Background: an optimization exercise with open tools, aiming at small area and a short achievable clock period. Do not read the settings as production practice.
Where RTL was checked, it was by simulation tests only, not by an equivalence proof against the original.
For runs 4 and 5, only the layout was checked, not whether the RTL still works.
Power is estimated from default activity; no workload was simulated.

==> design/flow/flow/run.sh <==
#!/bin/bash
# Layout flow: the standard flow (standard.sh) with these changes.
#  * The port buffers are sky130_fd_sc_hd__buf_1 instead of the delay cell
#    buffer_ports picks by default (the weakest buffer).
#  * repair_timing (after CTS and global routing) works to a setup margin of
#    62.75 ns, so it also shortens the slowest input and output paths.
# Floorplan, power grid, tap cells, placement, CTS and routing are ORFS's.
# Each step's full output goes to a log file in this folder.
set -euo pipefail
rm -rf scripts_area
cp -r "$FLOW_HOME/scripts" scripts_area
cp flow/abc_area.script scripts_area/abc_area.script
SCRIPTS_DIR="$PWD/scripts_area" ADDER_MAP_FILE= SYNTH_KEEP_MODULES="pwm_cmp2 pwm_cmb" \
  bash standard.sh synth > synth.log 2>&1
SETUP_SLACK_MARGIN=62.75 BUFFER_PORTS_ARGS="-buffer_cell sky130_fd_sc_hd__buf_1" \
  bash standard.sh finish > layout.log 2>&1
==> design/flow/flow/abc_area.script <==
strash
&get -n
&fraig -x
&put
dc2
strash
&get -n
&deepsyn -T 60
&put
strash
&get -n
&dch -f
&nf -R 1000
&put
topo
==> design/flow/standard.sh <==
#!/bin/bash
# synth_recipe.tcl (not shown) runs the flow's synth.tcl, then flattens the netlist and writes it again
# the make line also repeats each setting of config.mk as NAME=value (left out here)
make -C /OpenROAD-flow-scripts/flow DESIGN_CONFIG=/design/flow/config.mk WORK_HOME=/design/flow/orfs CLKGATE_MAP_FILE= SYNTH_SCRIPT=/design/flow/synth_recipe.tcl "${@:-finish}"
==> design/flow/config.mk <==
export PLATFORM = sky130hd
export DESIGN_NAME = roadrash_top
export DESIGN_NICKNAME = roadrash_top
export VERILOG_FILES = /design/flow/design.v
export SDC_FILE = /design/flow/constraint.sdc
export NUM_CORES = 4
export LEC_CHECK = 0
export ABC_AREA = 1
export CAP_MARGIN = 20
export CORE_MARGIN = 2
export CORE_UTILIZATION = 65
export CTS_BUF_LIST = sky130_fd_sc_hd__clkbuf_8
export CTS_CLUSTER_SIZE = 30
export SLEW_MARGIN = 20
==> design/flow/constraint.sdc <==
create_clock -name core_clock -period 80.0 [get_ports {clk}]
set_input_delay 16.0000 -clock core_clock [delete_from_list [all_inputs] [get_ports {clk}]]
set_output_delay 16.0000 -clock core_clock [all_outputs]
set_load 0.01 [all_outputs]
==> design/flow/design.v <==
`timescale 1ns / 1ps
module final_main #(
    parameter integer CLK_FREQUENCY_HZ = 20000
) (
    input             clk,
    input             reset,
    input       [5:0] pBtns,
    output      [9:0] bike_col_position,
    output      [9:0] left_car_row, left_car_column,
    output      [9:0] right_car_row, right_car_column,
    output      [9:0] middle_car_row, middle_car_column,
    output reg  [2:0] left_car_icon_num, right_car_icon_num, middle_car_icon_num,
    output reg  [2:0] background_num,
    output      [1:0] speed_hunds,
    output      [3:0] speed_tens, speed_ones,
    output reg  [3:0] dist_ones, dist_tens, dist_hunds, dist_thous,
    output reg  [1:0] dist_tenthous
);
    reg [6:0] c;           
    reg [2:0] h8;          
    reg [2:0] d5, e5;      
    reg       tick50hz;
    reg       bg_step;
    wire [1:0] speed_range;    
    wire       speed_zero;
    localparam [6:0] C_FIRST = 7'b0000001;
    localparam [6:0] C_LAST  = 7'b1011101;
    wire w100 = (c == C_LAST);
    wire d4   = (d5 == 3'd4);
    wire ev50 = w100 & (h8[1:0] == 2'd3);
    wire ev40 = w100 & d4;
    wire ev20 = w100 & d4 & h8[0];
    wire ev10 = w100 & d4 & (h8[1:0] == 2'd3);
    wire ev5  = w100 & d4 & (h8 == 3'd7);
    wire ev1  = ev5 & (e5 == 3'd4);
    wire d_wrap = w100 & d4;                   
    always @(posedge clk) begin
        if (reset) begin
            c  <= C_FIRST;
            h8 <= 3'd0;
            d5 <= 3'd0;
            e5 <= 3'd0;
        end else begin
            c  <= w100 ? C_FIRST : {c[5:0], c[6] ^ c[5]};
            h8 <= h8 + {2'd0, w100};
            d5 <= d_wrap ? 3'd0 : d5 + {2'd0, w100};
            e5 <= (d_wrap & (e5 == 3'd4)) ? 3'd0 : e5 + {2'd0, d_wrap};
        end
    end
    always @(posedge clk) begin
        if (reset) begin
            tick50hz <= 1'b0;
            bg_step  <= 1'b0;
        end else begin
            tick50hz <= ev50;
            bg_step  <= ~speed_zero &
                        ((speed_range == 2'd0) ? ev5  :
                         (speed_range == 2'd1) ? ev10 :
                         (speed_range == 2'd2) ? ev20 : ev40);
        end
    end
    reg [1:0] sec_cnt;
    reg [1:0] count_init;
    reg [3:0] obst;
    always @(posedge clk) begin
        if (reset) begin
            sec_cnt    <= 2'd0;
            count_init <= 2'd2;
            obst       <= 4'd11;
        end else if (ev1) begin
            sec_cnt <= sec_cnt + 2'd1;
            if (sec_cnt == 2'd3) begin
                if (count_init[1] == count_init[0]) begin
                    obst       <= obst + 4'd7;
                    count_init <= 2'd3;
                end else begin
                    count_init <= count_init - 2'd1;
                end
            end
        end
    end
    wire obst_active          = (count_init == 2'd3) & (sec_cnt == 2'd0);
    wire left_obstacle_flag   = obst_active & obst[3] & ~(obst[2] & obst[1]);
    wire right_obstacle_flag  = obst_active & obst[2] & ~(obst[3] & obst[1]);
    wire middle_obstacle_flag = obst_active & obst[1] & ~(obst[3] & obst[2]);
    reg [7:0] acceleration;
    reg       acceleration_flag, deceleration_flag;
    always @(posedge clk) begin
        if (reset) begin
            acceleration      <= 8'd0;
            acceleration_flag <= 1'b0;
            deceleration_flag <= 1'b0;
        end else if (tick50hz) begin
            if (pBtns[1] | pBtns[3]) begin
                if (acceleration[7:6] != 2'b11)
                    acceleration <= acceleration + 8'd1;
                acceleration_flag <= ~pBtns[1];
                deceleration_flag <= pBtns[1];
            end else begin
                acceleration      <= 8'd0;
                acceleration_flag <= 1'b0;
                deceleration_flag <= 1'b1;
            end
        end
    end
    bcd_module SPEED (
        .clk(clk), .reset(reset), .tick(tick50hz),
        .decelerate(deceleration_flag), .accelerate(acceleration_flag),
        .acceleration_range(acceleration[7:6]),
        .speed_hunds(speed_hunds), .speed_tens(speed_tens), .speed_ones(speed_ones),
        .speed_range(speed_range), .speed_zero(speed_zero)
    );
    wire [4:0] dist_add = (speed_range == 2'b00) ? 5'd1 :
                          (speed_range == 2'b01) ? 5'd2 :
                          (speed_range == 2'b10) ? 5'd4 : 5'd8;
    wire [4:0] ones_sum = dist_add + dist_ones;
    wire       c0 = (ones_sum >= 5'd10);
    wire       c1 = c0 & (dist_tens == 4'd9);
    wire       c2 = c1 & (dist_hunds == 4'd9);
    wire       c3 = c2 & (dist_thous == 4'd9);
    wire       dist_sat = dist_tenthous[1] &
                          (dist_tenthous[0] | (dist_thous == 4'd9) & (dist_hunds == 4'd9) &
                           (dist_tens == 4'd9) & (dist_ones >= 4'd2));
    wire       cin0 = tick50hz & c0;
    wire       cin1 = tick50hz & c1;
    wire       cin2 = tick50hz & c2;
    wire       cin3 = tick50hz & c3;
    wire [3:0] tens_up  = dist_tens  + {3'd0, cin0};
    wire [3:0] hunds_up = dist_hunds + {3'd0, cin1};
    wire [3:0] thous_up = dist_thous + {3'd0, cin2};
    always @(posedge clk) begin
        if (reset) begin
            dist_ones     <= 4'd0;
            dist_tens     <= 4'd0;
            dist_hunds    <= 4'd0;
            dist_thous    <= 4'd0;
            dist_tenthous <= 2'd0;
        end else if (tick50hz & dist_sat) begin
            dist_ones     <= 4'd0;
            dist_tens     <= 4'd0;
            dist_hunds    <= 4'd0;
            dist_thous    <= 4'd0;
            dist_tenthous <= 2'd3;
        end else begin
            if (tick50hz) dist_ones <= c0 ? ones_sum - 5'd10 : ones_sum[3:0];
            dist_tens     <= (tens_up  == 4'd10) ? 4'd0 : tens_up;
            dist_hunds    <= (hunds_up == 4'd10) ? 4'd0 : hunds_up;
            dist_thous    <= (thous_up == 4'd10) ? 4'd0 : thous_up;
            dist_tenthous <= dist_tenthous + {1'b0, cin3};
        end
    end
    always @(posedge clk) begin
        if (reset)
            background_num <= 3'd0;
        else
            background_num <= background_num + {2'd0, bg_step};
    end
    reg [9:1] bike_col;
    assign bike_col_position = {bike_col, 1'b0};
    wire [9:1] bike_right = (bike_col >= 9'd450) ? 9'd454 : bike_col + 9'd4;
    wire [9:1] bike_left  = (bike_col <= 9'd4)   ? 9'd0   : bike_col - 9'd4;
    always @(posedge clk) begin
        if (reset) begin
            bike_col <= 9'd227;
        end else if (tick50hz) begin
            if (pBtns[2])
                bike_col <= bike_right;
            else if (pBtns[4])
                bike_col <= bike_left;
        end
    end
    reg [8:0] lrow;
    reg [9:0] lcol;
    assign left_car_row    = {~lrow[8], lrow};
    assign left_car_column = lcol;
    wire [6:0] lm    = lrow[6:0];
    wire       lhold = ~lrow[8];
    reg [3:0] ldelta;
    reg [2:0] licon;
    wire lstep = tick50hz & ~left_obstacle_flag & ~lhold;
    wire lload = tick50hz & left_obstacle_flag;
    always @(posedge clk) begin
        if (reset) begin
            lrow <= 9'h0ff;        
            lcol <= 10'd1023;
        end else if (lload) begin
            lrow <= 9'h190;        
            lcol <= 10'd500;
        end else begin
            lrow[6:0] <= lm + {6'd0, lstep};
            if (lstep & (lm == 7'd127)) lrow[8:7] <= 2'b00;    
            lcol <= lcol - (lstep ? ldelta : 4'd0);
        end
    end
    always @(posedge clk) begin
        if (reset)
            left_car_icon_num <= 3'd0;
        else if (tick50hz)
            left_car_icon_num <= lstep ? licon : 3'd0;
    end
    always @(*) begin
        if (lm < 7'd31)       begin ldelta = 4'd3;  licon = 3'd2; end
        else if (lm == 7'd31) begin ldelta = 4'd15; licon = 3'd3; end
        else if (lm < 7'd46)  begin ldelta = 4'd4;  licon = 3'd3; end
        else if (lm < 7'd86)  begin ldelta = (lm == 7'd46) ? 4'd4 : 4'd5; licon = 3'd4; end
        else                  begin ldelta = 4'd6;  licon = 3'd5; end
    end
    reg       rrow8;
    reg [6:0] rm;
    reg [8:0] rcol;
    assign right_car_row    = {~rrow8, rrow8, 1'b1, rm};
    assign right_car_column = {1'b1, rcol};
    wire rhold = ((rcol[8:3] == 6'b111111) & (rcol[2] | (rcol[1] & rcol[0])));
    reg [2:0] rdelta;
    reg [2:0] ricon;
    wire rstep = tick50hz & ~right_obstacle_flag & ~rhold;
    wire rload = tick50hz & right_obstacle_flag;
    always @(posedge clk) begin
        if (reset) begin
            rrow8 <= 1'b0;
            rm    <= 7'd127;
            rcol  <= 9'd511;
        end else if (rload) begin
            rrow8 <= 1'b1;
            rm    <= 7'd16;
            rcol  <= 9'd12;
        end else begin
            rm   <= rm + {6'd0, rstep};
            rcol <= rcol + (rstep ? rdelta : 3'd0);
        end
    end
    always @(posedge clk) begin
        if (reset)
            right_car_icon_num <= 3'd0;
        else if (tick50hz)
            right_car_icon_num <= rstep ? ricon : 3'd0;
    end
    always @(*) begin
        if (rm < 7'd31)      begin rdelta = 3'd3; ricon = 3'd2; end
        else if (rm < 7'd46) begin rdelta = 3'd4; ricon = 3'd3; end
        else if (rm < 7'd86) begin rdelta = 3'd5; ricon = 3'd4; end
        else                 begin rdelta = 3'd6; ricon = 3'd5; end
    end
    reg       mrow_hi;     
    reg [6:0] mm;
    reg       mcol7, mcol5, mcol4;
    assign middle_car_row    = {~mrow_hi, mrow_hi, mrow_hi, mm};
    assign middle_car_column = {2'b01, mcol7, 1'b1, mcol5, mcol4, 4'b1111};
    wire mstep = tick50hz & ~middle_obstacle_flag & mrow_hi;
    wire mload = tick50hz & middle_obstacle_flag;
    reg [2:0] mcol_next, micon;
    always @(*) begin
        if (mm < 7'd31)      begin mcol_next = 3'b110; micon = 3'd2; end
        else if (mm < 7'd46) begin mcol_next = 3'b101; micon = 3'd3; end
        else if (mm < 7'd86) begin mcol_next = 3'b011; micon = 3'd4; end
        else                 begin mcol_next = 3'b011; micon = 3'd5; end
    end
    always @(posedge clk) begin
        if (reset | mload) begin
            mrow_hi               <= 1'b1;
            mm                    <= 7'd16;
            {mcol7, mcol5, mcol4} <= 3'b110;
        end else begin
            mm <= mm + {6'd0, mstep};
            if (mstep & (mm == 7'd127)) mrow_hi <= 1'b0;
            if (mstep) {mcol7, mcol5, mcol4} <= mcol_next;
        end
    end
    always @(posedge clk)
        middle_car_icon_num <= (~reset & mstep) ? micon : 3'd0;
endmodule
`timescale 1ns / 1ps
module bcd_module (
    input            clk,
    input            reset,
    input            tick,
    input            decelerate,
    input            accelerate,
    input      [1:0] acceleration_range,
    output reg [1:0] speed_hunds,
    output reg [3:0] speed_tens,
    output reg [3:0] speed_ones,
    output     [1:0] speed_range,
    output           speed_zero
);
    wire [1:0] h = speed_hunds;
    wire [3:0] t = speed_tens;
    wire [3:0] o = speed_ones;
    wire above8   = (h != 2'd0) | (t != 4'd0) | (o == 4'd9);
    wire below248 = ~h[1] | (t < 4'd4) | ((t == 4'd4) & (o < 4'd8));
    wire below64  = (h == 2'd0) & ((t < 4'd6) | ((t == 4'd6) & (o < 4'd4)));
    wire below128 = (h == 2'd0) | ((h == 2'd1) & ((t < 4'd2) | ((t == 4'd2) & (o < 4'd8))));
    wire below192 = (h == 2'd0) | ((h == 2'd1) & ((t < 4'd9) | (o < 4'd2)));
    assign speed_range = below64 ? 2'd0 : below128 ? 2'd1 : below192 ? 2'd2 : 2'd3;
    assign speed_zero  = (h == 2'd0) & (t == 4'd0) & (o == 4'd0);
    wire [3:0] up   = (acceleration_range == 2'd3) ? 4'd8 :
                      (acceleration_range == 2'd2) ? 4'd4 :
                      (acceleration_range == 2'd1) ? 4'd2 : 4'd1;
    wire [1:0] down = (acceleration_range != 2'd0) ? 2'd2 : 2'd1;
    wire [4:0] o_up = o + up;
    wire       carry  = (o_up >= 5'd10);
    wire       borrow = (o < {2'b00, down});
    wire [3:0] o_inc  = carry ? o_up[3:0] - 4'd10 : o_up[3:0];
    wire [3:0] o_dec  = borrow ? o + 4'd10 - {2'b00, down} : o - {2'b00, down};
    wire [3:0] t_inc  = (t == 4'd9) ? 4'd0 : t + 4'd1;
    wire [3:0] t_dec  = (t == 4'd0) ? 4'd9 : t - 4'd1;
    always @(posedge clk) begin
        if (reset) begin
            speed_hunds <= 2'd0;
            speed_tens  <= 4'd0;
            speed_ones  <= 4'd0;
        end else if (tick) begin
            if (decelerate) begin
                if (above8) begin
                    speed_ones <= o_dec;
                    if (borrow) begin
                        speed_tens <= t_dec;
                        if (t == 4'd0) speed_hunds <= h - 2'd1;
                    end
                end else begin
                    speed_hunds <= 2'd0;
                    speed_tens  <= 4'd0;
                    speed_ones  <= 4'd0;
                end
            end else if (accelerate) begin
                if (below248) begin
                    speed_ones <= o_inc;
                    if (carry) begin
                        speed_tens <= t_inc;
                        if (t == 4'd9) speed_hunds <= h + 2'd1;
                    end
                end else begin
                    speed_hunds <= 2'd2;
                    speed_tens  <= 4'd5;
                    speed_ones  <= 4'd5;
                end
            end
        end
    end
endmodule
module pwm_audio #(
    parameter integer CLK_FREQUENCY_HZ = 20000
) (
    input            clk,
    input            reset,
    input      [9:0] speed,        
    input      [7:0] duty_cycle,
    output reg       pwm_audio_out
);
    reg  [5:0] clk_cnt;
    reg        tickhz;
    reg  [7:0] counter;
    wire [9:0] min_speed;
    pwm_min_speed LUT (.cnt(clk_cnt), .min_speed(min_speed));
    wire top_reached = ~less10(speed, min_speed);
    wire [3:0] lt2, eq2;
    wire [1:0] lt4, eq4;
    wire       lt8, eq8;
    pwm_cmp2 C0 (.a(duty_cycle[1:0]), .b(counter[1:0]), .lt(lt2[0]), .eq(eq2[0]));
    pwm_cmp2 C1 (.a(duty_cycle[3:2]), .b(counter[3:2]), .lt(lt2[1]), .eq(eq2[1]));
    pwm_cmp2 C2 (.a(duty_cycle[5:4]), .b(counter[5:4]), .lt(lt2[2]), .eq(eq2[2]));
    pwm_cmp2 C3 (.a(duty_cycle[7:6]), .b(counter[7:6]), .lt(lt2[3]), .eq(eq2[3]));
    pwm_cmb  M0 (.lt_lo(lt2[0]), .eq_lo(eq2[0]), .lt_hi(lt2[1]), .eq_hi(eq2[1]), .lt(lt4[0]), .eq(eq4[0]));
    pwm_cmb  M1 (.lt_lo(lt2[2]), .eq_lo(eq2[2]), .lt_hi(lt2[3]), .eq_hi(eq2[3]), .lt(lt4[1]), .eq(eq4[1]));
    pwm_cmb  M2 (.lt_lo(lt4[0]), .eq_lo(eq4[0]), .lt_hi(lt4[1]), .eq_hi(eq4[1]), .lt(lt8), .eq(eq8));
    wire       duty_high = ~lt8;      
    function less10;             
        input [9:0] a, b;
        integer i;
        begin
            less10 = 1'b0;
            for (i = 0; i < 10; i = i + 1)
                less10 = (~a[i] & b[i]) | (~(a[i] ^ b[i]) & less10);
        end
    endfunction
    always @(posedge clk) begin
        if (reset) begin
            clk_cnt <= 6'd0;
            tickhz  <= 1'b0;
        end else if (top_reached) begin
            clk_cnt <= 6'd0;
            tickhz  <= 1'b1;
        end else begin
            clk_cnt <= clk_cnt + 6'd1;
            tickhz  <= 1'b0;
        end
    end
    always @(posedge clk) begin
        if (reset)
            counter <= 8'd0;
        else
            counter <= counter + {7'd0, tickhz};
    end
    always @(posedge clk) begin
        if (reset)
            pwm_audio_out <= 1'b0;
        else if (tickhz)
            pwm_audio_out <= (duty_cycle != 8'd0) & duty_high;
    end
endmodule
module pwm_cmp2 (
    input  [1:0] a, b,
    output       lt, eq
);
    assign lt = (~a[1] & b[1]) | (~(a[1] ^ b[1]) & ~a[0] & b[0]);
    assign eq = (a == b);
endmodule
module pwm_cmb (
    input  lt_lo, eq_lo, lt_hi, eq_hi,
    output lt, eq
);
    assign lt = lt_hi | (eq_hi & lt_lo);
    assign eq = eq_hi & eq_lo;
endmodule
module pwm_min_speed (
    input  [5:0] cnt,
    output [9:0] min_speed
);
  wire new_n17, new_n18, new_n19, new_n21, new_n22, new_n24, new_n26,
    new_n27, new_n28, new_n29, new_n30, new_n31, new_n32, new_n33, new_n35,
    new_n36, new_n37, new_n38, new_n39, new_n40, new_n41, new_n43, new_n44,
    new_n45, new_n46, new_n47, new_n48, new_n49, new_n50, new_n51, new_n52,
    new_n54, new_n55, new_n56, new_n57, new_n58, new_n59, new_n60, new_n61,
    new_n62, new_n63, new_n64, new_n65, new_n67, new_n68, new_n69, new_n70,
    new_n71, new_n72, new_n73, new_n74, new_n75, new_n76, new_n77, new_n78,
    new_n79, new_n81, new_n82, new_n83, new_n84, new_n85, new_n86, new_n87,
    new_n88, new_n89, new_n90, new_n91, new_n92, new_n93, new_n94, new_n95,
    new_n96, new_n97, new_n98, new_n99, new_n100, new_n101, new_n102,
    new_n104, new_n105, new_n106, new_n107, new_n108, new_n109, new_n110,
    new_n111, new_n112, new_n113, new_n114, new_n115, new_n116, new_n117,
    new_n118, new_n119, new_n120, new_n121, new_n122, new_n123, new_n124,
    new_n125, new_n126, new_n127, new_n128;
  assign new_n17 = ~cnt[3] & ~cnt[2];
  assign new_n18 = ~cnt[5] & ~cnt[1];
  assign new_n19 = ~cnt[4] & new_n18;
  assign min_speed[9] = new_n17 & new_n19;
  assign new_n21 = ~cnt[5] & ~cnt[4];
  assign new_n22 = cnt[1] & new_n17;
  assign min_speed[8] = new_n21 & new_n22;
  assign new_n24 = ~cnt[3] & cnt[2];
  assign min_speed[7] = new_n19 & new_n24;
  assign new_n26 = cnt[3] & cnt[2];
  assign new_n27 = cnt[1] & cnt[0];
  assign new_n28 = ~cnt[3] & cnt[0];
  assign new_n29 = ~new_n27 & ~new_n28;
  assign new_n30 = ~cnt[2] & ~new_n29;
  assign new_n31 = cnt[2] & ~cnt[1];
  assign new_n32 = new_n21 & ~new_n26;
  assign new_n33 = ~new_n31 & new_n32;
  assign min_speed[6] = ~new_n30 & new_n33;
  assign new_n35 = ~cnt[2] & ~new_n27;
  assign new_n36 = cnt[4] & ~new_n35;
  assign new_n37 = cnt[4] & ~cnt[3];
  assign new_n38 = ~cnt[3] & ~cnt[1];
  assign new_n39 = ~new_n35 & ~new_n38;
  assign new_n40 = ~new_n37 & ~new_n39;
  assign new_n41 = ~cnt[5] & ~new_n36;
  assign min_speed[5] = ~new_n40 & new_n41;
  assign new_n43 = ~cnt[4] & ~cnt[0];
  assign new_n44 = ~cnt[3] & ~new_n43;
  assign new_n45 = ~new_n36 & new_n44;
  assign new_n46 = ~cnt[4] & ~cnt[1];
  assign new_n47 = ~cnt[2] & ~new_n43;
  assign new_n48 = ~new_n46 & new_n47;
  assign new_n49 = new_n46 & ~new_n47;
  assign new_n50 = cnt[3] & ~new_n48;
  assign new_n51 = ~new_n49 & new_n50;
  assign new_n52 = ~cnt[5] & ~new_n45;
  assign min_speed[4] = ~new_n51 & new_n52;
  assign new_n54 = cnt[3] & cnt[1];
  assign new_n55 = ~new_n24 & ~new_n54;
  assign new_n56 = new_n36 & new_n55;
  assign new_n57 = cnt[2] & cnt[0];
  assign new_n58 = ~cnt[4] & cnt[0];
  assign new_n59 = ~cnt[2] & ~new_n58;
  assign new_n60 = new_n54 & ~new_n59;
  assign new_n61 = ~cnt[0] & ~new_n24;
  assign new_n62 = new_n46 & ~new_n61;
  assign new_n63 = ~new_n60 & ~new_n62;
  assign new_n64 = ~new_n57 & ~new_n63;
  assign new_n65 = ~new_n56 & ~new_n64;
  assign min_speed[3] = ~cnt[5] & ~new_n65;
  assign new_n67 = ~cnt[2] & cnt[1];
  assign new_n68 = new_n37 & ~new_n67;
  assign new_n69 = ~cnt[4] & new_n55;
  assign new_n70 = ~new_n68 & ~new_n69;
  assign new_n71 = ~cnt[0] & ~new_n70;
  assign new_n72 = ~new_n37 & ~new_n54;
  assign new_n73 = new_n57 & ~new_n72;
  assign new_n74 = ~new_n71 & ~new_n73;
  assign new_n75 = ~cnt[5] & ~new_n74;
  assign new_n76 = cnt[2] & new_n27;
  assign new_n77 = cnt[5] & ~cnt[3];
  assign new_n78 = ~cnt[4] & new_n77;
  assign new_n79 = ~new_n76 & new_n78;
  assign min_speed[2] = new_n75 | new_n79;
  assign new_n81 = cnt[3] & ~cnt[0];
  assign new_n82 = ~cnt[5] & ~new_n81;
  assign new_n83 = ~new_n17 & ~new_n26;
  assign new_n84 = new_n58 & new_n83;
  assign new_n85 = ~cnt[2] & new_n43;
  assign new_n86 = ~new_n84 & ~new_n85;
  assign new_n87 = ~new_n82 & ~new_n86;
  assign new_n88 = ~cnt[5] & cnt[0];
  assign new_n89 = new_n26 & new_n88;
  assign new_n90 = ~new_n87 & ~new_n89;
  assign new_n91 = cnt[1] & ~new_n90;
  assign new_n92 = ~cnt[3] & ~cnt[0];
  assign new_n93 = ~cnt[5] & ~new_n92;
  assign new_n94 = cnt[2] & ~new_n81;
  assign new_n95 = ~new_n93 & new_n94;
  assign new_n96 = ~new_n57 & new_n93;
  assign new_n97 = new_n46 & ~new_n95;
  assign new_n98 = ~new_n96 & new_n97;
  assign new_n99 = ~new_n28 & ~new_n83;
  assign new_n100 = cnt[4] & new_n18;
  assign new_n101 = ~new_n99 & new_n100;
  assign new_n102 = ~new_n98 & ~new_n101;
  assign min_speed[1] = new_n91 | ~new_n102;
  assign new_n104 = cnt[5] & ~new_n28;
  assign new_n105 = ~cnt[0] & new_n26;
  assign new_n106 = new_n104 & ~new_n105;
  assign new_n107 = ~new_n24 & new_n82;
  assign new_n108 = cnt[1] & ~new_n106;
  assign new_n109 = ~new_n107 & new_n108;
  assign new_n110 = ~new_n38 & ~new_n57;
  assign new_n111 = new_n104 & ~new_n110;
  assign new_n112 = cnt[5] & ~cnt[1];
  assign new_n113 = ~new_n28 & ~new_n112;
  assign new_n114 = ~cnt[2] & ~new_n77;
  assign new_n115 = ~new_n113 & new_n114;
  assign new_n116 = ~new_n111 & ~new_n115;
  assign new_n117 = ~new_n109 & new_n116;
  assign new_n118 = ~cnt[4] & ~new_n117;
  assign new_n119 = ~new_n22 & ~new_n26;
  assign new_n120 = new_n82 & ~new_n119;
  assign new_n121 = ~new_n83 & ~new_n112;
  assign new_n122 = cnt[5] & ~new_n17;
  assign new_n123 = ~cnt[0] & ~new_n122;
  assign new_n124 = ~new_n121 & new_n123;
  assign new_n125 = ~new_n120 & ~new_n124;
  assign new_n126 = cnt[4] & ~new_n125;
  assign new_n127 = new_n18 & new_n105;
  assign new_n128 = ~new_n126 & ~new_n127;
  assign min_speed[0] = new_n118 | ~new_n128;
endmodule
`timescale 1ns / 1ps
module roadrash_top (
    input         clk,
    input         reset,
    input  [5:0]  pBtns,
    input  [7:0]  duty_cycle,
    output [9:0]  bike_col_position,
    output [9:0]  left_car_row, left_car_column,
    output [9:0]  right_car_row, right_car_column,
    output [9:0]  middle_car_row, middle_car_column,
    output [2:0]  left_car_icon_num, right_car_icon_num, middle_car_icon_num,
    output [2:0]  background_num,
    output [3:0]  speed_hunds, speed_tens, speed_ones,
    output [3:0]  score_ones, score_tens, score_hunds,
    output [3:0]  score_thous, score_tenthous, score_hundthous,
    output        pwm_audio_out
    );
    localparam integer CLK_FREQUENCY_HZ = 20000;
    wire [1:0] dist_tenthous, speed_h;
    final_main #(.CLK_FREQUENCY_HZ(CLK_FREQUENCY_HZ)) CONTROLLER (
        .clk(clk), .reset(reset), .pBtns(pBtns),
        .bike_col_position(bike_col_position),
        .left_car_row(left_car_row), .left_car_column(left_car_column),
        .right_car_row(right_car_row), .right_car_column(right_car_column),
        .middle_car_row(middle_car_row), .middle_car_column(middle_car_column),
        .left_car_icon_num(left_car_icon_num), .right_car_icon_num(right_car_icon_num),
        .middle_car_icon_num(middle_car_icon_num), .background_num(background_num),
        .speed_hunds(speed_h), .speed_tens(speed_tens), .speed_ones(speed_ones),
        .dist_ones(score_ones), .dist_tens(score_tens), .dist_hunds(score_hunds),
        .dist_thous(score_thous), .dist_tenthous(dist_tenthous)
    );
    assign score_tenthous  = {2'b00, dist_tenthous};
    assign score_hundthous = 4'd0;
    assign speed_hunds = {2'b00, speed_h};
    pwm_audio #(.CLK_FREQUENCY_HZ(CLK_FREQUENCY_HZ)) AUDIO (
        .clk(clk), .reset(reset), .speed({speed_h, speed_tens, speed_ones}), .duty_cycle(duty_cycle),
        .pwm_audio_out(pwm_audio_out)
    );
endmodule
==> impl_metrics.env, run 1 <==
export IMPL_cp_depth=1
export IMPL_grt_max_degree=52
export IMPL_drtPass1Iterations=5
export IMPL_setup_viol_count_final=0
export IMPL_drc=0
export IMPL_die_area_um2=11600
export IMPL_hold_buffers=0
export IMPL_cts_made_buffers=17
export IMPL_clk_latency_ns=0.45
export IMPL_final_common_cell="dfxtp_1"
export IMPL_min_to="CONTROLLER.bike_col[1]"
export IMPL_r2r_start="CONTROLLER.obst[2]"
export IMPL_grt_pass1_wl_um=26800
export IMPL_worstHoldStart="CONTROLLER.bike_col[1]"
export IMPL_layout_drive_gt1_share_pct=4.34
export IMPL_vdd_ir_drop_max_uv=20.5
export IMPL_synthCells=872
export IMPL_overflow=0
export IMPL_clk_pin_slew_ns=0.08
export IMPL_grt_usage_pct=28.2
export IMPL_cp_arrival_ns=1.18
export IMPL_critical_path_buf_inv_count=1
export IMPL_ctsLongestPathBuffers=2
export IMPL_insertedDiodeCount=0
export IMPL_hold_violations=0
export IMPL_area_growth_pct=13.2
export IMPL_fin_nets=1016
export IMPL_layout_min_cycle_time_ns=17.18
export IMPL_slew_headroom_pct=54.3
export IMPL_synth_warning_count=3
export IMPL_cts_tree="built"
export IMPL_ff2ff_path_depth=18
export IMPL_cellPowerDensity_nw_per_um2=17.5
export IMPL_tightest_slew_ns=0.680
export IMPL_crit_path_end_kind="output port"
export IMPL_cap_violations=0
export IMPL_slew_viol_final=0
export IMPL_fin_skew_ns=0.0101
export IMPL_via_per_inst=5.90
export IMPL_r2r_end="CONTROLLER.lcol[9]"
export IMPL_rsz0062_at_grt="false"
export IMPL_startpoint_type="flip-flop"
export IMPL_die_h_um=108
export IMPL_fp_dieW_um=108
export IMPL_io_pins=135
export IMPL_path_class="flip-flop to output port"
export IMPL_rows=37
export IMPL_first_iter_violations=503
export IMPL_path_delay_family="flip-flops"
export IMPL_start_util_pct=67.5
export IMPL_final_cell_mix="143 x dfxtp_1, 113 x buf_1, 107 x nor2_1, 80 x nand2_1, 75 x a21oi_1"
export IMPL_num_fill_cells=791
export IMPL_ant_nets=0
export IMPL_r2r_slack_ns=75.54
export IMPL_postCtsSetupRepairBufs=0
export IMPL_worstPathRequired_ns=64.00
export IMPL_vias=6782
export IMPL_fin_tns_setup_ns=0
export IMPL_status="timing/DRC/antenna clean"
export IMPL_clock_sinks=148
export IMPL_fmax_mhz=58.2
export IMPL_antenna_found_initial=0
export IMPL_gp_congestion=0.908
export IMPL_syn_avg_cell_area_um2=8.03
export IMPL_fin_area_um2=7920
export IMPL_cts_root_buffer="clkbuf_8"
export IMPL_first_global_vias=6225
export IMPL_drt_wirelength_per_cell_um=14.1
export IMPL_core_um2=10400
export IMPL_path_cells="buf_1"
export IMPL_routed_wirelength_um=16200
export IMPL_slowest_delay_ns=0.54
export IMPL_synth_cell_area_um2=7000
export IMPL_min_path_type="flip-flop to flip-flop"
export IMPL_fin_total_pwr_mw=0.138
export IMPL_p_leak_nw=2.97
export IMPL_min_path_cells=2
export IMPL_fin_crit_sh_pct=21.5
export IMPL_crit_slowest_cell="dfxtp_1"
export IMPL_placed_cell_area_um2=7500
export IMPL_hpwl_um=11500
export IMPL_htree_levels=4
export IMPL_port_buffers=114
export IMPL_critPathMaxFanout=12
through the flow:
stage | hold WS, ns | utilization (%) | std cells | worst slack [ns]
2_1_floorplan | 0.422 | - | 888 | 62.75
3_3_place_gp | 0.430 | 72.3 | 1117 | 62.05
3_5_place_dp | 0.436 | 72.3 | 1117 | 61.96
4_1_cts | 0.447 | 76.3 | 1149 | 62.75
5_1_grt | 0.463 | 76.4 | 1149 | 62.75
6_report | 0.448 | 76.4 | 1149 | 62.82
how the worst max path moves through the flow:
stage                                         from                    endpoint  slack (ns)
floorplan                                 pBtns[2]      CONTROLLER.bike_col[9]       62.75
global placement                             reset  CONTROLLER.acceleration[2]       62.05
detailed placement                           reset  CONTROLLER.acceleration[5]       61.96
CTS                             CONTROLLER.mrow_hi           middle_car_row[9]       62.75
global route        CONTROLLER.SPEED.speed_ones[2]               speed_ones[2]       62.75
finish              CONTROLLER.SPEED.speed_ones[2]               speed_ones[2]       62.82
final cells by class:
| class | count | area [µm²] | share of cell area, % |
|---|---|---|---|
| multi-input combinational | 684 | 3800 | 48.0 |
| sequential | 148 | 2970 | 37.5 |
| timing repair buffer | 117 | 458 | 5.78 |
| clock buffer | 18 | 248 | 3.13 |
| tap | 136 | 170 | 2.15 |
| clock inverter | 14 | 153 | 1.93 |
| inverter | 32 | 121 | 1.53 |
power breakdown:
| group | leakage [nW] | switching [mW] | internal, mW |
|---|---|---|---|
| clock | 0.192 | 0.0288 | 0.0288 |
| combinational | 1.58 | 0.00427 | 0.00201 |
| sequential | 1.20 | 0.000705 | 0.0739 |
flip-flops by register name, indices dropped and copies added (netlist names), 6 cells and up:
name                     cells
AUDIO.clk_cnt                6
AUDIO.counter                8
CONTROLLER.acceleration      8
CONTROLLER.bike_col          9
CONTROLLER.c                 7
CONTROLLER.lcol             10
CONTROLLER.lrow              9
CONTROLLER.mm                7
CONTROLLER.rcol              9
CONTROLLER.rm                7
metal layers:
metal	vias up	GRT usage, %	wire (µm)
met3	29	7.02	978
met1	3156	33.8	7040
met5	-	0	0
met2	220	48.8	7930
met4	0	9.98	223
li1	3377	-	-
worst reg2reg max path: stages, from the launching register on:
cell and delay (ns):
dfxtp_1 0.46, nand2_1 0.12, nand3_1 0.13, and3_1 0.23, and2_0 0.33, a21oi_1 0.13
a211oi_1 0.43, nor2b_1 0.28, clkinv_1 0.10, maj3_1 0.36, nor2_1 0.13, nor2_1 0.08
maj3_1 0.39, or3_1 0.37, or3_1 0.37, nor2_1 0.19, nand2_1 0.08, nand2_1 0.06
o21ai_0 0.07
what timing repair did:
item / 4_1_cts / 5_1_grt
endpoints found under the setup margin: 30 / 16
gates cloned: 0 / 0
resized for setup: 4 / 7
==> run 2, diff against run 1 <==
==> design/flow/flow/abc_area.script (replaced) <==
strash
&get -n
&fraig -x
&put
dc2
strash
&get -n
&deepsyn -T 120
&put
strash
&get -n
&dch -f
&nf -R 1000
&put
topo
==> run 2 against run 1 <==
Still clean on timing, DRC and antenna. Sequential power about the same. Combinational power decreased by 28%. Sequential share of layout area decreased by 0.30 points. Critical path depth unchanged. Sequential cell count unchanged. Total power increased by 2.0%. Final cell count increased by 1.7%. Register-to-register slack got worse by 0.18 ns. Global-route usage increased by 0.48 points. Largest cell class unchanged.
==> impl_metrics.env, run 2 <==
export IMPL_instances_no_fill=1168
export IMPL_grt_pass1_wl_um=27200
export IMPL_tightest_slew_ns=0.816
export IMPL_vdd_ir_drop_max_uv=16.4
export IMPL_placed_cell_area_um2=7530
export IMPL_postCtsSetupRepairBufs=0
export IMPL_hold_buffers=0
export IMPL_overflow=0
export IMPL_fin_nets=1035
export IMPL_vias=6861
export IMPL_drtPass1Iterations=5
export IMPL_multi_input_area_um2=3840
export IMPL_insertedDiodeCount=0
export IMPL_cap_violations=0
export IMPL_hpwl_um=11700
export IMPL_layout_min_cycle_time_ns=17.20
export IMPL_path_cells="buf_1"
export IMPL_rows=37
export IMPL_hold_violations=0
export IMPL_final_common_cell="dfxtp_1"
export IMPL_fp_dieW_um=108
export IMPL_cellPowerDensity_nw_per_um2=17.7
export IMPL_cts_tree="built"
export IMPL_port_buffers=114
export IMPL_first_iter_violations=532
export IMPL_synth_cell_area_um2=7020
export IMPL_cp_arrival_ns=1.20
export IMPL_core_um2=10400
export IMPL_status="timing/DRC/antenna clean"
export IMPL_htree_levels=4
export IMPL_fin_total_pwr_mw=0.141
export IMPL_routed_wirelength_um=16700
export IMPL_slowest_delay_ns=0.57
export IMPL_slew_viol_final=0
export IMPL_final_cell_mix="145 x dfxtp_1, 113 x buf_1, 108 x nand2_1, 101 x nor2_1, 82 x a21oi_1"
export IMPL_fin_ws_ns=62.80
export IMPL_largest_reg_flops=10
export IMPL_clk_latency_ns=0.44
export IMPL_drt_wirelength_per_cell_um=14.3
export IMPL_top_register="CONTROLLER.lcol"
export IMPL_syn_avg_cell_area_um2=7.88
export IMPL_clk_pin_slew_ns=0.08
export IMPL_num_fill_cells=795
export IMPL_setup_viol_count_final=0
export IMPL_ctsLongestPathBuffers=2
export IMPL_crit_path_end_kind="output port"
export IMPL_io_pins=135
export IMPL_critical_path_buf_inv_count=1
export IMPL_grt_usage_pct=28.6
export IMPL_fmax_mhz=58.1
export IMPL_synth_warning_count=3
export IMPL_grt_max_degree=53
export IMPL_fin_crit_sh_pct=21.5
export IMPL_synthCells=891
export IMPL_path_class="flip-flop to output port"
export IMPL_seqCellArea_um2=2970
export IMPL_drc=0
export IMPL_die_h_um=108
export IMPL_fin_skew_ns=0.0107
export IMPL_dp_cells=1136
export IMPL_whs_ns=0.445
export IMPL_worstPathRequired_ns=64.00
export IMPL_path_delay_family="flip-flops"
export IMPL_fin_tns_setup_ns=0
export IMPL_ant_nets=0
export IMPL_cts_root_buffer="clkbuf_8"
export IMPL_first_global_vias=6246
export IMPL_start_util_pct=67.4
export IMPL_rsz0062_at_grt="false"
export IMPL_min_path_type="flip-flop to flip-flop"
export IMPL_fin_area_um2=7980
export IMPL_layout_drive_gt1_share_pct=3.97
export IMPL_gp_congestion=0.892
export IMPL_slew_headroom_pct=45.5
export IMPL_antenna_found_initial=0
export IMPL_critPathMaxFanout=12
export IMPL_area_growth_pct=13.7
export IMPL_crit_slowest_cell="dfxtp_1"
export IMPL_die_area_um2=11600
export IMPL_p_leak_nw=3.00
export IMPL_cts_made_buffers=17
export IMPL_via_per_inst=5.87
export IMPL_startpoint_type="flip-flop"
export IMPL_pre_cts_slack_ns=62.26
export IMPL_postLayoutCoreUtil_pct=76.6
export IMPL_clock_sinks=148
==> run 2: final timing paths <==
path	from	endpoint	slack [ns]	cells past startpoint
setup / recovery	CONTROLLER.SPEED.speed_tens[2]	speed_tens[2]	62.80	1
hold / removal	CONTROLLER.bike_col[1]	CONTROLLER.bike_col[1]	0.45	2
setup reg to reg	CONTROLLER.tick50hz	CONTROLLER.lcol[9]	75.36	15
hold reg to reg	CONTROLLER.bike_col[1]	CONTROLLER.bike_col[1]	0.45	2
==> run 2: repair_timing <==
action,4_1_cts,5_1_grt
setup endpoints to repair,10,5
gates cloned,0,0
resized for setup,5,2
==> run 2: tightest hold or removal path: cells and delay by family (launching register included) <==
kind,cells,cell delay (ns)
flip-flops,1,0.31
AND/OR/NAND/NOR,2,0.09
==> run 2: power breakdown <==
part | internal, mW | total, mW | switching (mW) | leakage, nW
registers | 0.0738 | 0.0743 | 0.000481 | 1.20
clock network | 0.0343 | 0.0625 | 0.0282 | 0.214
logic | 0.00136 | 0.00450 | 0.00314 | 1.59
total | 0.109 | 0.141 | 0.0318 | 3.00
==> run 2: layout make-up <==
type / instances / area share (%)
clock buffers: 21 / 3.62
clock inverters: 11 / 1.87
inverters: 30 / 1.41
multi-input cells: 705 / 48.1
flip-flops and latches: 148 / 37.2
well taps: 136 / 2.13
repair buffers: 117 / 5.71
==> run 2: routing by layer <==
| layer | track usage [%] | routed length, µm | up-vias |
|---|---|---|---|
| met5 | 0 | 0 | - |
| met4 | 11.5 | 229 | 0 |
| met3 | 5.21 | 902 | 26 |
| met2 | 50.8 | 8240 | 235 |
| met1 | 34.2 | 7310 | 3187 |
| li1 | - | - | 3413 |
==> run 3, diff against run 2 <==
==> design/flow/flow/abc_area.script (replaced) <==
strash
&get -n
&fraig -x
&put
dc2
strash
&get -n
&deepsyn -T 60
&put
strash
&get -n
&dch -f
&nf -R 1000
&put
topo
--- a/design/flow/config.mk
+++ b/design/flow/config.mk
@@ -10,5 +10,5 @@
 export CORE_MARGIN = 2
 export CORE_UTILIZATION = 65
-export CTS_BUF_LIST = sky130_fd_sc_hd__clkbuf_8
+export CTS_BUF_LIST = sky130_fd_sc_hd__clkbuf_4 sky130_fd_sc_hd__clkbuf_8
 export CTS_CLUSTER_SIZE = 30
 export SLEW_MARGIN = 20
==> run 3 against run 2 <==
Still clean. Area after synthesis shrank 0.27%. Sequential share of layout area rose by 0.30 points. Via count shrank 1.2%. Register-to-register slack gained 0.18 ns. Final cell count decreased by 1.6%. Wire length fell by 3.1%. Non-clock buffer count unchanged. Critical path depth did not move. Count of clock-buffer cells in the layout shrank 3. Sequential power about the same. First-iteration DRC count down 5.5%. Synthesized cell count fell by 2.1%. Largest cell class unchanged. Largest power group unchanged. Highest routed layer unchanged.
==> impl_metrics.env, run 3 <==
export IMPL_clk_latency_ns=0.45
export IMPL_path_cells="buf_1"
export IMPL_critical_path_buf_inv_count=1
export IMPL_r2r_start="CONTROLLER.obst[2]"
export IMPL_routed_wirelength_um=16200
export IMPL_cp_arrival_ns=1.18
export IMPL_via_per_inst=5.90
export IMPL_fin_tns_setup_ns=0
export IMPL_drtPass1Iterations=5
export IMPL_io_pins=135
export IMPL_cts_root_buffer="clkbuf_8"
export IMPL_r2r_end="CONTROLLER.lcol[9]"
export IMPL_grt_usage_pct=28.2
export IMPL_insertedDiodeCount=0
export IMPL_slew_viol_final=0
export IMPL_worstHoldStart="CONTROLLER.bike_col[1]"
export IMPL_grt_max_degree=52
export IMPL_syn_avg_cell_area_um2=8.03
export IMPL_min_path_cells=2
export IMPL_drt_wirelength_per_cell_um=14.1
export IMPL_cap_violations=0
export IMPL_ff2ff_path_depth=18
export IMPL_seqCellArea_um2=2970
export IMPL_status="timing/DRC/antenna clean"
export IMPL_start_util_pct=67.5
export IMPL_layout_drive_gt1_share_pct=4.34
export IMPL_core_um2=10400
export IMPL_critPathMaxFanout=12
export IMPL_dp_cells=1117
export IMPL_final_common_cell="dfxtp_1"
export IMPL_worstPathRequired_ns=64.00
export IMPL_top_register="CONTROLLER.lcol"
export IMPL_die_area_um2=11600
export IMPL_fin_crit_sh_pct=21.5
export IMPL_slew_headroom_pct=54.3
export IMPL_synth_warning_count=3
export IMPL_instances_no_fill=1149
export IMPL_num_fill_cells=791
export IMPL_clock_sinks=148
export IMPL_hold_buffers=0
export IMPL_vdd_ir_drop_max_uv=20.5
export IMPL_clk_pin_slew_ns=0.08
export IMPL_vias=6782
export IMPL_whs_ns=0.448
export IMPL_cts_resized=4
export IMPL_p_leak_nw=2.97
export IMPL_largest_reg_flops=10
export IMPL_tightest_slew_ns=0.680
export IMPL_drc=0
export IMPL_r2r_slack_ns=75.54
export IMPL_gp_congestion=0.908
export IMPL_htree_levels=4
export IMPL_crit_path_end_kind="output port"
export IMPL_ant_nets=0
export IMPL_min_to="CONTROLLER.bike_col[1]"
export IMPL_hpwl_um=11500
export IMPL_slowest_delay_ns=0.54
export IMPL_cellPowerDensity_nw_per_um2=17.5
export IMPL_crit_slowest_cell="dfxtp_1"
export IMPL_hold_violations=0
export IMPL_fin_skew_ns=0.0101
export IMPL_antenna_found_initial=0
export IMPL_fmax_mhz=58.2
export IMPL_first_iter_violations=503
export IMPL_synthCells=872
export IMPL_fp_dieW_um=108
export IMPL_cts_tree="built"
export IMPL_overflow=0
export IMPL_ctsLongestPathBuffers=2
export IMPL_fin_nets=1016
export IMPL_postLayoutCoreUtil_pct=76.4
export IMPL_rsz0062_at_grt="false"
export IMPL_synth_cell_area_um2=7000
export IMPL_cts_made_buffers=17
export IMPL_grt_pass1_wl_um=26800
export IMPL_area_growth_pct=13.2
export IMPL_final_cell_mix="143 x dfxtp_1, 113 x buf_1, 107 x nor2_1, 80 x nand2_1, 75 x a21oi_1"
export IMPL_port_buffers=114
export IMPL_die_h_um=108
export IMPL_startpoint_type="flip-flop"
export IMPL_path_class="flip-flop to output port"
export IMPL_path_delay_family="flip-flops"
export IMPL_multi_input_area_um2=3800
export IMPL_postCtsSetupRepairBufs=0
export IMPL_rows=37
export IMPL_layout_min_cycle_time_ns=17.18
export IMPL_setup_viol_count_final=0
export IMPL_first_global_vias=6225
export IMPL_min_path_type="flip-flop to flip-flop"
## run 3: where the power goes
group	switching [mW]	internal, mW
registers	0.000705	0.0739
clock network	0.0288	0.0288
logic	0.00427	0.00201
total	0.0338	0.105
## run 3: worst max-delay path by stage
stage | start | end | slack [ns] | cells after the start
floorplan | pBtns[2] | CONTROLLER.bike_col[9] | 62.75 | 7
global placement | reset | CONTROLLER.acceleration[2] | 62.05 | 7
detailed placement | reset | CONTROLLER.acceleration[5] | 61.96 | 7
CTS | CONTROLLER.mrow_hi | middle_car_row[9] | 62.75 | 2
global route | CONTROLLER.SPEED.speed_ones[2] | speed_ones[2] | 62.75 | 1
finish | CONTROLLER.SPEED.speed_ones[2] | speed_ones[2] | 62.82 | 1
## run 3: layout make-up
class	instances	share of cell area [%]
clock inverter	14	1.93
sequential	148	37.5
timing repair buffer	117	5.78
tap	136	2.15
multi-input combinational	684	48.0
inverter	32	1.53
clock buffer	18	3.13
## run 3: through the flow
stage          area, µm²  total power, mW  worst slack (ns)
2_1_floorplan       7060           0.0810             62.75
3_3_place_gp        7500           0.0821             62.05
3_5_place_dp        7500           0.0824             61.96
4_1_cts             7910            0.139             62.75
5_1_grt             7920            0.143             62.75
6_report            7920            0.138             62.82
## run 3: metal layers
layer	track usage [%]	wire length (µm)	vias up
li1	-	-	3377
met1	33.8	7040	3156
met2	48.8	7930	220
met3	7.02	978	29
met4	9.98	223	0
met5	0	0	-
## run 3: worst min-delay path: cells and delay by family, from the launching register on
kind             cells  cell delay, ns
flip-flops           1            0.31
AND/OR/NAND/NOR      2            0.09
==> run 4, diff against run 3 <==
--- a/design/flow/design.v
+++ b/design/flow/design.v
@@ -24,6 +24,4 @@
     wire [1:0] speed_range;    
     wire       speed_zero;
-    localparam [6:0] C_FIRST = 7'b0000001;
-    localparam [6:0] C_LAST  = 7'b1011101;
     wire w100 = (c == C_LAST);
     wire d4   = (d5 == 3'd4);
@@ -34,4 +32,6 @@
     wire ev5  = w100 & d4 & (h8 == 3'd7);
     wire ev1  = ev5 & (e5 == 3'd4);
+    localparam [6:0] C_FIRST = 7'b0000001;
+    localparam [6:0] C_LAST  = 7'b1011101;
     wire d_wrap = w100 & d4;                   
     always @(posedge clk) begin
--- a/design/flow/flow/run.sh
+++ b/design/flow/flow/run.sh
@@ -4,5 +4,5 @@
 #    buffer_ports picks by default (the weakest buffer).
 #  * repair_timing (after CTS and global routing) works to a setup margin of
-#    62.75 ns, so it also shortens the slowest input and output paths.
+#    62.85 ns, so it also shortens the slowest input and output paths.
 # Floorplan, power grid, tap cells, placement, CTS and routing are ORFS's.
 # Each step's full output goes to a log file in this folder.
@@ -13,4 +13,4 @@
 SCRIPTS_DIR="$PWD/scripts_area" ADDER_MAP_FILE= SYNTH_KEEP_MODULES="pwm_cmp2 pwm_cmb" \
   bash standard.sh synth > synth.log 2>&1
-SETUP_SLACK_MARGIN=62.75 BUFFER_PORTS_ARGS="-buffer_cell sky130_fd_sc_hd__buf_1" \
+SETUP_SLACK_MARGIN=62.85 BUFFER_PORTS_ARGS="-buffer_cell sky130_fd_sc_hd__buf_1" \
   bash standard.sh finish > layout.log 2>&1
--- a/design/flow/config.mk
+++ b/design/flow/config.mk
@@ -10,5 +10,5 @@
 export CORE_MARGIN = 2
 export CORE_UTILIZATION = 65
-export CTS_BUF_LIST = sky130_fd_sc_hd__clkbuf_4 sky130_fd_sc_hd__clkbuf_8
+export CTS_BUF_LIST = sky130_fd_sc_hd__clkbuf_8
 export CTS_CLUSTER_SIZE = 30
 export SLEW_MARGIN = 20
==> run 4 against run 3 <==
Wire length rose by 3.5%. Sequential cell count unchanged. Design area rose by 0.38%. Hold slack better by 0.0036 ns. Via count is 0.52% higher. Critical path depth up 5. Sequential power about the same. Maximum frequency is 0.42% higher. Critical path type is now input pin to flip-flop. Global-route usage rose by 0.69 points. Clock skew increased by 0.0037 ns. Total power grew 0.34%.
==> impl_metrics.env, run 4 <==
export IMPL_crit_slowest_cell="buf_6"
export IMPL_fin_skew_ns=0.0138
export IMPL_vdd_ir_drop_max_uv=11.0
export IMPL_fin_crit_sh_pct=21.4
export IMPL_routed_wirelength_um=16700
export IMPL_grt_usage_pct=28.8
export IMPL_cts_tree="built"
export IMPL_first_iter_violations=538
export IMPL_cap_violations=0
export IMPL_final_cell_mix="137 x dfxtp_1, 113 x buf_1, 107 x nor2_1, 80 x nand2_1, 74 x a21oi_1"
export IMPL_synth_cell_area_um2=7000
export IMPL_first_global_vias=6219
export IMPL_postLayoutCoreUtil_pct=76.7
export IMPL_fmax_mhz=58.5
export IMPL_ant_nets=0
export IMPL_start_util_pct=67.5
export IMPL_pwr_share_clk_pct=41.7
export IMPL_drtPass1Iterations=6
export IMPL_met3_length_um=1030
export IMPL_vias=6817
export IMPL_fp_dieW_um=108
export IMPL_startpoint_type="input pin"
export IMPL_switchingPower_mw=0.0341
export IMPL_die_h_um=108
export IMPL_rows=37
export IMPL_grt_max_degree=52
export IMPL_die_area_um2=11600
export IMPL_clk_latency_ns=0.44
export IMPL_internal_power_mw=0.105
export IMPL_top_register="CONTROLLER.lcol"
export IMPL_rsz0062_at_grt="true"
export IMPL_cp_arrival_ns=17.41
export IMPL_setup_viol_count_final=0
export IMPL_status="timing/DRC/antenna clean"
export IMPL_core_um2=10400
export IMPL_highest_layer="met4"
export IMPL_via_per_inst=5.94
export IMPL_fin_tns_setup_ns=0
export IMPL_p_leak_nw=2.98
export IMPL_overflow=0
export IMPL_p_seq_share_pct=53.7
export IMPL_htree_levels=4
export IMPL_ctsLongestPathBuffers=2
export IMPL_syn_avg_cell_area_um2=8.03
export IMPL_drt_met1_wl_um=7230
export IMPL_layout_min_cycle_time_ns=17.11
export IMPL_insertedDiodeCount=0
export IMPL_tightest_slew_ns=0.656
export IMPL_final_common_cell="dfxtp_1"
export IMPL_p_comb_share_pct=4.6
export IMPL_hold_violations=0
export IMPL_fin_total_pwr_mw=0.139
export IMPL_cts_made_buffers=17
export IMPL_synth_warning_count=3
export IMPL_postCtsSetupRepairBufs=0
export IMPL_largest_reg_flops=10
export IMPL_port_buffers=114
export IMPL_crit_path_end_kind="flip-flop"
export IMPL_slew_headroom_pct=56.1
export IMPL_gp_congestion=0.912
export IMPL_swShare_pct=24.5
export IMPL_path_delay_family="buffers and inverters"
export IMPL_dr_wl_met2_um=8280
export IMPL_clk_pin_slew_ns=0.09
export IMPL_fin_ws_ns=62.89
export IMPL_critPathMaxFanout=51
export IMPL_clock_sinks=148
export IMPL_placed_cell_area_um2=7520
export IMPL_antenna_found_initial=0
export IMPL_path_cells="clkbuf_2 -> buf_6 -> clkinv_4 -> and3_1 -> o21ai_0 -> o31ai_1"
export IMPL_io_pins=135
export IMPL_grt_pass1_wl_um=27600
export IMPL_drc=0
export IMPL_drt_wirelength_per_cell_um=14.6
export IMPL_worstPathRequired_ns=80.30
export IMPL_pre_cts_slack_ns=61.99
export IMPL_fin_area_um2=7950
export IMPL_path_class="input pin to flip-flop"
export IMPL_min_path_type="flip-flop to flip-flop"
export IMPL_cts_root_buffer="clkbuf_8"
export IMPL_slew_viol_final=0
export IMPL_cellPowerDensity_nw_per_um2=17.5
export IMPL_layout_drive_gt1_share_pct=5.34
export IMPL_area_growth_pct=13.6
export IMPL_fin_nets=1015
export IMPL_synthCells=872
export IMPL_slowest_delay_ns=0.38
export IMPL_critical_path_buf_inv_count=3
export IMPL_hpwl_um=11700
-- run 4: worst paths after layout --
path,startpoint,end,slack (ns),cells after the start
setup / recovery,reset,CONTROLLER.d5[2],62.89,6
hold / removal,CONTROLLER.lrow[7],CONTROLLER.lrow[7],0.45,2
hold reg to reg,CONTROLLER.lrow[7],CONTROLLER.lrow[7],0.45,2
setup reg to reg,CONTROLLER.obst[2],CONTROLLER.lcol[9],75.73,18
-- run 4: power groups by stage --
stage	Clock, mW	Sequential, mW	Combinational (mW)
after global placement	0	0.0763	0.00585
after floorplan	0	0.0762	0.00480
after CTS	0.0587	0.0746	0.00621
after global routing	0.0619	0.0747	0.00709
after detailed placement	0	0.0763	0.00609
final	0.0579	0.0746	0.00636
-- run 4: area by class of cell --
cell class              count  area, µm²
repair buffers            116        448
multi-input cells         684       3830
well taps                 136        170
fillers                   800       2420
flip-flops and latches    148       2980
inverters                  32        125
clock buffers              18        248
clock inverters            14        151
-- run 4: per-layer routing --
| layer | vias up | track usage (%) |
|---|---|---|
| li1 | 3378 | - |
| met1 | 3154 | 35.7 |
| met2 | 259 | 51.6 |
| met3 | 26 | 4.54 |
| met4 | 0 | 8.52 |
| met5 | - | 0 |
-- run 4: repair_timing --
item                       in CTS  in global routing
setup endpoints to repair      66                  9
hold buffers                    0                  0
pin swaps                       0                  0
resized for setup              11                  7
-- run 4: worst reg2reg max path: stages, from the launching register on --
cell and delay [ns]:
dfxtp_1 0.45, nand2_1 0.10, nand3_1 0.13, and3_1 0.23, and2_0 0.34, a21oi_1 0.13, a211oi_1 0.36, nor2b_1 0.26
clkinv_1 0.09, maj3_1 0.34, nor2_1 0.12, nor2_1 0.08, maj3_1 0.39, or3_1 0.38, or3_1 0.38, nor2_1 0.17
nand2_1 0.07, nand2_1 0.06, o21ai_0 0.07
-- run 4: through the flow --
step / instances / hold slack [ns]
6_report: 1148 / 0.452
5_1_grt: 1148 / 0.478
4_1_cts: 1148 / 0.453
3_5_place_dp: 1116 / 0.441
3_3_place_gp: 1116 / 0.431
2_1_floorplan: 888 / 0.422
==> run 5, diff against run 4 <==
--- a/design/flow/flow/run.sh
+++ b/design/flow/flow/run.sh
@@ -4,5 +4,5 @@
 #    buffer_ports picks by default (the weakest buffer).
 #  * repair_timing (after CTS and global routing) works to a setup margin of
-#    62.85 ns, so it also shortens the slowest input and output paths.
+#    62.95 ns, so it also shortens the slowest input and output paths.
 # Floorplan, power grid, tap cells, placement, CTS and routing are ORFS's.
 # Each step's full output goes to a log file in this folder.
@@ -13,4 +13,4 @@
 SCRIPTS_DIR="$PWD/scripts_area" ADDER_MAP_FILE= SYNTH_KEEP_MODULES="pwm_cmp2 pwm_cmb" \
   bash standard.sh synth > synth.log 2>&1
-SETUP_SLACK_MARGIN=62.85 BUFFER_PORTS_ARGS="-buffer_cell sky130_fd_sc_hd__buf_1" \
+SETUP_SLACK_MARGIN=62.95 BUFFER_PORTS_ARGS="-buffer_cell sky130_fd_sc_hd__buf_1" \
   bash standard.sh finish > layout.log 2>&1
==> run 5 against run 4 <==
Maximum frequency is 0.29% higher. Clock skew decreased by 0.0022 ns. Sequential power is essentially flat. Count of clock-buffer cells in the layout grew 5. Via count up 1.8%. Non-clock buffer count rose by 14. Sequential share of layout area decreased by 0.15 points. Clock power decreased by 4.0%. Largest power group unchanged. Highest routed layer unchanged.
==> impl_metrics.env, run 5 <==
export IMPL_status="timing/DRC/antenna clean"
export IMPL_grt_pass1_wl_um=27100
export IMPL_ctsLongestPathBuffers=2
export IMPL_gp_congestion=0.902
export IMPL_crit_slowest_cell="or2_2"
export IMPL_startpoint_type="input pin"
export IMPL_drc=0
export IMPL_hold_violations=0
export IMPL_drtPass1Iterations=5
export IMPL_cellPowerDensity_nw_per_um2=16.7
export IMPL_rsz0062_at_grt="true"
export IMPL_clock_sinks=148
export IMPL_clk_pin_slew_ns=0.08
export IMPL_first_iter_violations=511
export IMPL_tightest_slew_ns=0.709
export IMPL_insertedDiodeCount=0
export IMPL_start_util_pct=67.5
export IMPL_fin_skew_ns=0.0116
export IMPL_cts_root_buffer="clkbuf_8"
export IMPL_layout_min_cycle_time_ns=17.06
export IMPL_met3_length_um=1060
export IMPL_htree_levels=4
export IMPL_slew_headroom_pct=51.5
export IMPL_cts_tree="built"
export IMPL_via_per_inst=5.98
export IMPL_ant_nets=0
export IMPL_core_um2=10400
export IMPL_largest_reg_flops=10
export IMPL_setup_viol_count_final=0
export IMPL_min_path_type="flip-flop to flip-flop"
export IMPL_die_area_um2=11600
export IMPL_path_delay_family="compound AO/OA/AOI/OAI gates"
export IMPL_worstPathRequired_ns=80.35
export IMPL_cap_violations=0
export IMPL_final_common_cell="nor2_1"
export IMPL_synth_warning_count=3
export IMPL_fmax_mhz=58.6
export IMPL_dp_cells=1116
export IMPL_highest_layer="met4"
export IMPL_hpwl_um=11500
export IMPL_layout_drive_gt1_share_pct=12.3
export IMPL_cp_arrival_ns=17.41
export IMPL_routed_wirelength_um=17000
export IMPL_dr_wl_met2_um=8290
export IMPL_path_class="input pin to flip-flop"
export IMPL_syn_avg_cell_area_um2=8.03
export IMPL_overflow=0
export IMPL_synth_cell_area_um2=7000
export IMPL_vdd_ir_drop_max_uv=12.5
export IMPL_io_pins=135
export IMPL_die_h_um=108
export IMPL_num_fill_cells=749
export IMPL_clk_latency_ns=0.44
export IMPL_fin_total_pwr_mw=0.136
export IMPL_critical_path_buf_inv_count=2
export IMPL_p_leak_nw=3.12
export IMPL_instances_no_fill=1161
export IMPL_crit_path_end_kind="flip-flop"
export IMPL_vias=6943
export IMPL_drt_wirelength_per_cell_um=14.6
export IMPL_critPathMaxFanout=51
export IMPL_port_buffers=114
export IMPL_antenna_found_initial=0
export IMPL_grt_usage_pct=28.4
export IMPL_seqCellArea_um2=3050
export IMPL_synthCells=872
export IMPL_multi_input_area_um2=3860
export IMPL_first_global_vias=6133
export IMPL_fp_dieW_um=108
export IMPL_area_growth_pct=16.9
export IMPL_slowest_delay_ns=0.50
export IMPL_final_cell_mix="107 x nor2_1, 102 x dfxtp_1, 95 x buf_1, 80 x nand2_1, 74 x a21oi_1"
export IMPL_drt_met1_wl_um=7340
export IMPL_slew_viol_final=0
export IMPL_cts_made_buffers=17
export IMPL_hold_buffers=0
export IMPL_top_register="CONTROLLER.lcol"
export IMPL_fin_crit_sh_pct=21.3
export IMPL_grt_max_degree=52
export IMPL_path_cells="clkbuf_2 -> buf_6 -> or2_2 -> a311oi_1 -> a21boi_0"
export IMPL_r2r_slack_ns=75.60
export IMPL_rows=37
export IMPL_fin_tns_setup_ns=0
export IMPL_fin_nets=1029
## run 5: cell types whose count changed in the layout (fill, tap and decap cells not counted), sizes merged
cell      change
clkinvlp      +2
clkbuf       +20
clkinv        -5
bufinv        -1
buf           -1
inv           -2
## run 5: layout make-up
class | instances | area share [%]
well taps | 136 | 2.08
clock inverters | 8 | 0.918
flip-flops and latches | 148 | 37.3
repair buffers | 130 | 7.07
clock buffers | 23 | 3.87
multi-input cells | 684 | 47.2
inverters | 32 | 1.56
## run 5: through the flow
step | setup WS (ns) | util (%) | instance area [µm²] | hold WS, ns
after CTS | 62.95 | 77.1 | 7990 | 0.452
after global routing | 62.93 | 78.9 | 8180 | 0.486
after detailed placement | 62.04 | 72.6 | 7520 | 0.433
after global placement | 62.08 | 72.6 | 7520 | 0.431
after floorplan | 62.78 | - | 7090 | 0.422
final | 62.94 | 78.9 | 8180 | 0.452
## run 5: worst min-delay path, delay by kind of cell (launching register included)
family / cells / cell delay [ns]
flops: 1 / 0.32
simple gates: 2 / 0.09
## run 5: worst paths after layout
path                                                from                       end  depth (start not counted)
worst min-delay path                  CONTROLLER.lrow[7]        CONTROLLER.lrow[7]                          2
worst max register to register  CONTROLLER.count_init[1]        CONTROLLER.lcol[9]                         17
worst min register to register        CONTROLLER.lrow[7]        CONTROLLER.lrow[7]                          2
worst max-delay path                               reset  CONTROLLER.dist_thous[2]                          5
## run 5: repair_timing
| action | in CTS | in global routing |
|---|---|---|
| setup endpoints to repair | 114 | 49 |
| pin swaps | 0 | 4 |
| gates resized for setup | 44 | 47 |
| setup buffers | 1 | 13 |
## run 5: per-layer routing
metal,track usage (%),up-vias
li1,-,3411
met1,34.7,3195
met2,49.7,299
met3,5.39,38
met4,9.98,0
met5,0,-
## run 5: power breakdown
group	total, mW	switching [mW]	internal [mW]
registers	0.0743	0.000692	0.0736
logic	0.00652	0.00443	0.00210
clock network	0.0556	0.0264	0.0292

## static timing again, ports no longer ideal
In the flow no input, the clock included, has a driving cell. The finished layouts below were timed again as built, in two steps.
Step 1: set_driving_cell puts a clkbuf_16 on clk and a buf_2 on each other input, an assumption about the parent block.
Step 2 times the ports against the registers' clock, not the clock port: input delays grow and output delays shrink by t, the midpoint of the rising clock arrivals with the driver on.
Slacks: ideal / step 1 / step 2; pairs: ideal / step 1.
run | shift t [ns] | setup slack, ns | slew at the worst register clock pin (ns)
run 1 | 0.479 | 62.823 / 62.786 / 62.381 | 0.09 / 0.09
run 2 | 0.468 | 62.801 / 62.766 / 62.383 | 0.08 / 0.08
run 3 | 0.479 | 62.823 / 62.786 / 62.381 | 0.09 / 0.09
run 4 | 0.465 | 62.895 / 62.868 / 62.437 | 0.09 / 0.09
run 5 | 0.468 | 62.944 / 62.953 / 62.489 | 0.08 / 0.08
After both steps every run listed still meets setup and hold. For run 4, which loses most, drivers alone change the setup slack by -0.027 ns; drivers and shift together by -0.458 ns.
